Background: an optimization exercise with open tools, aiming at small area, a short achievable clock period and few clock cycles per item. Do not read the settings as production practice. Power is estimated from default activity; no workload was simulated.

==> flow/design.v (excerpt) <==
module norm5_unit #(
    parameter DIMENSIONS    = 5,
    parameter DATA_WIDTH    = 32,
    parameter CORDIC_WIDTH  = 38,
    parameter CORDIC_STAGES = 16,
    parameter ANGLE_WIDTH   = 16
)(
    input                              clk,
    input                              nreset,
    input                              start,
    input  [DIMENSIONS*DATA_WIDTH-1:0] w_in,
    output [DIMENSIONS*DATA_WIDTH-1:0] w_out,
    output                             done
);
For scale: about 2700 cells after synthesis, roughly 320 I/O pins, ~0.024 mm² of cells after synthesis.
==> flow/config.mk <==
export PLATFORM = sky130hd
export DESIGN_NAME = norm5_unit
export DESIGN_NICKNAME = norm5_unit
export VERILOG_FILES = /design/flow/design.v
export SDC_FILE = /design/flow/constraint.sdc
export NUM_CORES = 8
export LEC_CHECK = 0
export CAP_MARGIN = 20
export CORE_MARGIN = 2
export CORE_UTILIZATION = 40
export SETUP_SLACK_MARGIN = 5
export SLEW_MARGIN = 20
==> flow/constraint.sdc <==
create_clock -name core_clock -period 10.0 [get_ports {clk}]
set_input_delay 2.0000 -clock core_clock [delete_from_list [all_inputs] [get_ports {clk}]]
set_output_delay 2.0000 -clock core_clock [all_outputs]
set_load 0.01 [all_outputs]
standard.sh (not shown) runs the stock make flow with config.mk's settings and CLKGATE_MAP_FILE= SYNTH_SCRIPT=/design/flow/synth_recipe.tcl, a recipe that flattens the netlist after the stock synthesis.
==> flow/flow/run.sh <==
#!/bin/bash
# The standard layout (standard.sh), with the port buffers made of the smallest
# buffer cell (sky130_fd_sc_hd__buf_1) instead of the one buffer_ports picks by default.
set -euo pipefail
sed 's|"\${@:-finish}"|BUFFER_PORTS_ARGS="-buffer_cell sky130_fd_sc_hd__buf_1" "${@:-finish}"|' standard.sh > standard_buf.sh
grep -q BUFFER_PORTS_ARGS standard_buf.sh
bash standard_buf.sh > standard.log 2>&1
Change:
--- a/flow/design.v
+++ b/flow/design.v
@@ -320,21 +320,21 @@
     reg st_v;       
     reg st_va;      
     reg st_vb;      
     reg st_r1l;     
     reg st_r;       
     reg st_ra;      
     reg st_rb;      
     reg st_rc;      
     reg [1:0] p;
     reg [3:0] i;     
-    reg [3:0] ix;    
+    reg [3:0] yl, yh, xl, xh;    
     reg wo3, wo4, wo5;
     reg s0;          
     reg tsel;        
     reg ysg;         
     reg rinx, rcnx, riny, rcny;
     reg done_r;
     reg signed [W-1:0] X, Y;
     reg        f;                
     reg        qf;               
     reg        zf;               
@@ -361,22 +361,38 @@
             2'd1:    Tcur = T3;
             2'd2:    Tcur = T2;
             default: Tcur = T1;
         endcase
     end
     wire vd  = ~s0 & ysg;
     wire inx = st_v ? vd : rinx;
     wire cnx = st_v ? (s0 ? f : ysg) : rcnx;
     wire iny = st_v ? ~vd : riny;
     wire cny = st_v ? (s0 ? ~f : ~ysg) : rcny;
-    wire signed [W-1:0] ysh = Y >>> i;
-    wire signed [W-1:0] xsh = X >>> ix;
+    reg [W-1:0] yt, xt, ysh, xsh;
+    integer b, k;
+    always @(*) begin
+        for (b = 0; b < W; b = b + 1) begin
+            yt[b] = 1'b0; xt[b] = 1'b0;
+            for (k = 0; k < 4; k = k + 1) begin
+                yt[b] = yt[b] | (yl[k] & Y[(b + k > W - 1) ? W - 1 : b + k]);
+                xt[b] = xt[b] | (xl[k] & X[(b + k > W - 1) ? W - 1 : b + k]);
+            end
+        end
+        for (b = 0; b < W; b = b + 1) begin
+            ysh[b] = 1'b0; xsh[b] = 1'b0;
+            for (k = 0; k < 4; k = k + 1) begin
+                ysh[b] = ysh[b] | (yh[k] & yt[(b + 4 * k > W - 1) ? W - 1 : b + 4 * k]);
+                xsh[b] = xsh[b] | (xh[k] & xt[(b + 4 * k > W - 1) ? W - 1 : b + 4 * k]);
+            end
+        end
+    end
     wire [W:0] xs = {X, 1'b1} + {ysh ^ {W{inx}}, cnx};
     wire [W:0] ys = {Y, 1'b1} + {xsh ^ {W{iny}}, cny};
     wire [W-1:0] xa = xs[W:1];
     wire [W-1:0] ya = ys[W:1];
     wire [W-1:0] tin = tsel ? Y : X;
     wire [W-1:0] ra, rb;
     gain_comp_rows u_gc (.v(tin), .ra(ra), .rb(rb));
     always @(posedge clk) begin
         RA <= ra;
         RB <= rb;
@@ -441,21 +457,21 @@
         if (wo5) O5 <= cpa[OW-1:0];
         else if ((st_v && p == 2'd3) || st_r1l || (rsh && p == 2'd0)) O5[15:0] <= {r, O5[15:1]};
     end
     always @(posedge clk or negedge nreset) begin
         if (~nreset) begin
             st_idle <= 1'b1;
             st_a1 <= 1'b0; st_v <= 1'b0; st_va <= 1'b0; st_vb <= 1'b0; st_r1l <= 1'b0;
             st_r <= 1'b0; st_ra <= 1'b0; st_rb <= 1'b0; st_rc <= 1'b0;
             p <= 2'd0;
             i <= 4'd0;
-            ix <= 4'd0;
+            yl <= 4'd1; yh <= 4'd1; xl <= 4'd1; xh <= 4'd1;
             wo3 <= 1'b0; wo4 <= 1'b0; wo5 <= 1'b0;
             s0 <= 1'b1;
             tsel <= 1'b0;
             done_r <= 1'b0;
         end else begin
             st_idle <= (st_idle & ~start) | st_rc;
             st_a1   <= st_idle & start;
             st_v    <= st_a1 | st_vb | (st_v & ~(i == 4'd15) & ~(p == 2'd3 && i == 4'd14));
             st_va   <= st_v & (i == 4'd15) & (p != 2'd3);
             st_vb   <= st_va;
@@ -465,23 +481,35 @@
             st_rb   <= st_ra;
             st_rc   <= st_rb & (p == 2'd3);
             wo5 <= st_rb & (p == 2'd0);
             wo4 <= st_rb & (p == 2'd1);
             wo3 <= st_rb & (p == 2'd2);
             done_r <= st_rc;
             tsel <= st_ra;
             s0 <= st_a1 | st_vb | st_rb | (s0 & ~(st_v | st_r | st_r1l));
             if (st_a1 | st_r1l) p <= 2'd0;
             else if (st_vb | st_rb) p <= p + 2'd1;
-            if (st_a1 | st_vb | st_rb) begin i <= 4'd0; ix <= 4'd0; end
-            else if (st_r1l) begin i <= 4'd1; ix <= 4'd1; end
-            else if (st_v | st_r) begin i <= i + 4'd1; ix <= ix + 4'd1; end
+            if (st_a1 | st_vb | st_rb) begin
+                i <= 4'd0;
+                yl <= 4'd1; yh <= 4'd1; xl <= 4'd1; xh <= 4'd1;
+            end else if (st_r1l) begin
+                i <= 4'd1;
+                yl <= 4'd2; yh <= 4'd1; xl <= 4'd2; xh <= 4'd1;
+            end else if (st_v | st_r) begin
+                i <= i + 4'd1;
+                yl <= {yl[2:0], yl[3]};
+                xl <= {xl[2:0], xl[3]};
+                if (i[1:0] == 2'd3) begin
+                    yh <= {yh[2:0], yh[3]};
+                    xh <= {xh[2:0], xh[3]};
+                end
+            end
         end
     end
     assign done = done_r;
     wire [OW-1:0] r1 = Y[OW+5:6];
     wire [OW-1:0] r2 = X[OW+5:6];
     assign w_out = {{(32-OW){O5[OW-1]}}, O5,
                     {(32-OW){O4[OW-1]}}, O4,
                     {(32-OW){O3[OW-1]}}, O3,
                     {(32-OW){r2[OW-1]}}, r2,
                     {(32-OW){r1[OW-1]}}, r1};
Result: The new run ran to the end with no violations. Die area grows by 2.0%. Register-to-register slack gets better by 120 ps. Worst setup slack gets better by 120 ps. Cell area grows by about 1.2%. Synthesized cell count grows by about 6%. Via count grows by about 8%. Area after synthesis grows by 2.1%. Wire length grows by 8.1%. Core utilization shrinks by 0.38 points. Total power grows by about 11%.
No functional check of the RTL was part of any run of this note.

what the ideal ports hide:
No port has a modelled driver above. Below, the same layouts with a new extraction and two added sets of constraints.
Step 1 (the two cells are an assumption about what drives the block):
set clk [get_ports {clk}]
set_driving_cell -lib_cell sky130_fd_sc_hd__clkbuf_16 $clk
set_driving_cell -lib_cell sky130_fd_sc_hd__buf_2 [delete_from_list [all_inputs] $clk]
Step 2, shift: input delay + t, output delay - t, t = (earliest + latest rising clock arrival at the registers) / 2. This alone moves slack from input paths to output paths.
Three values: ideal ports, drivers, drivers and shift; two values: the first two.
run | shift t [ns] | slack for setup (ns) | pins driven straight from the clock port
the first run | 0.662 | 5.089 / 5.089 / 5.089 | 1
the second run | 0.618 | 5.211 / 5.211 / 5.211 | 1
After both steps every run listed still meets setup and hold.
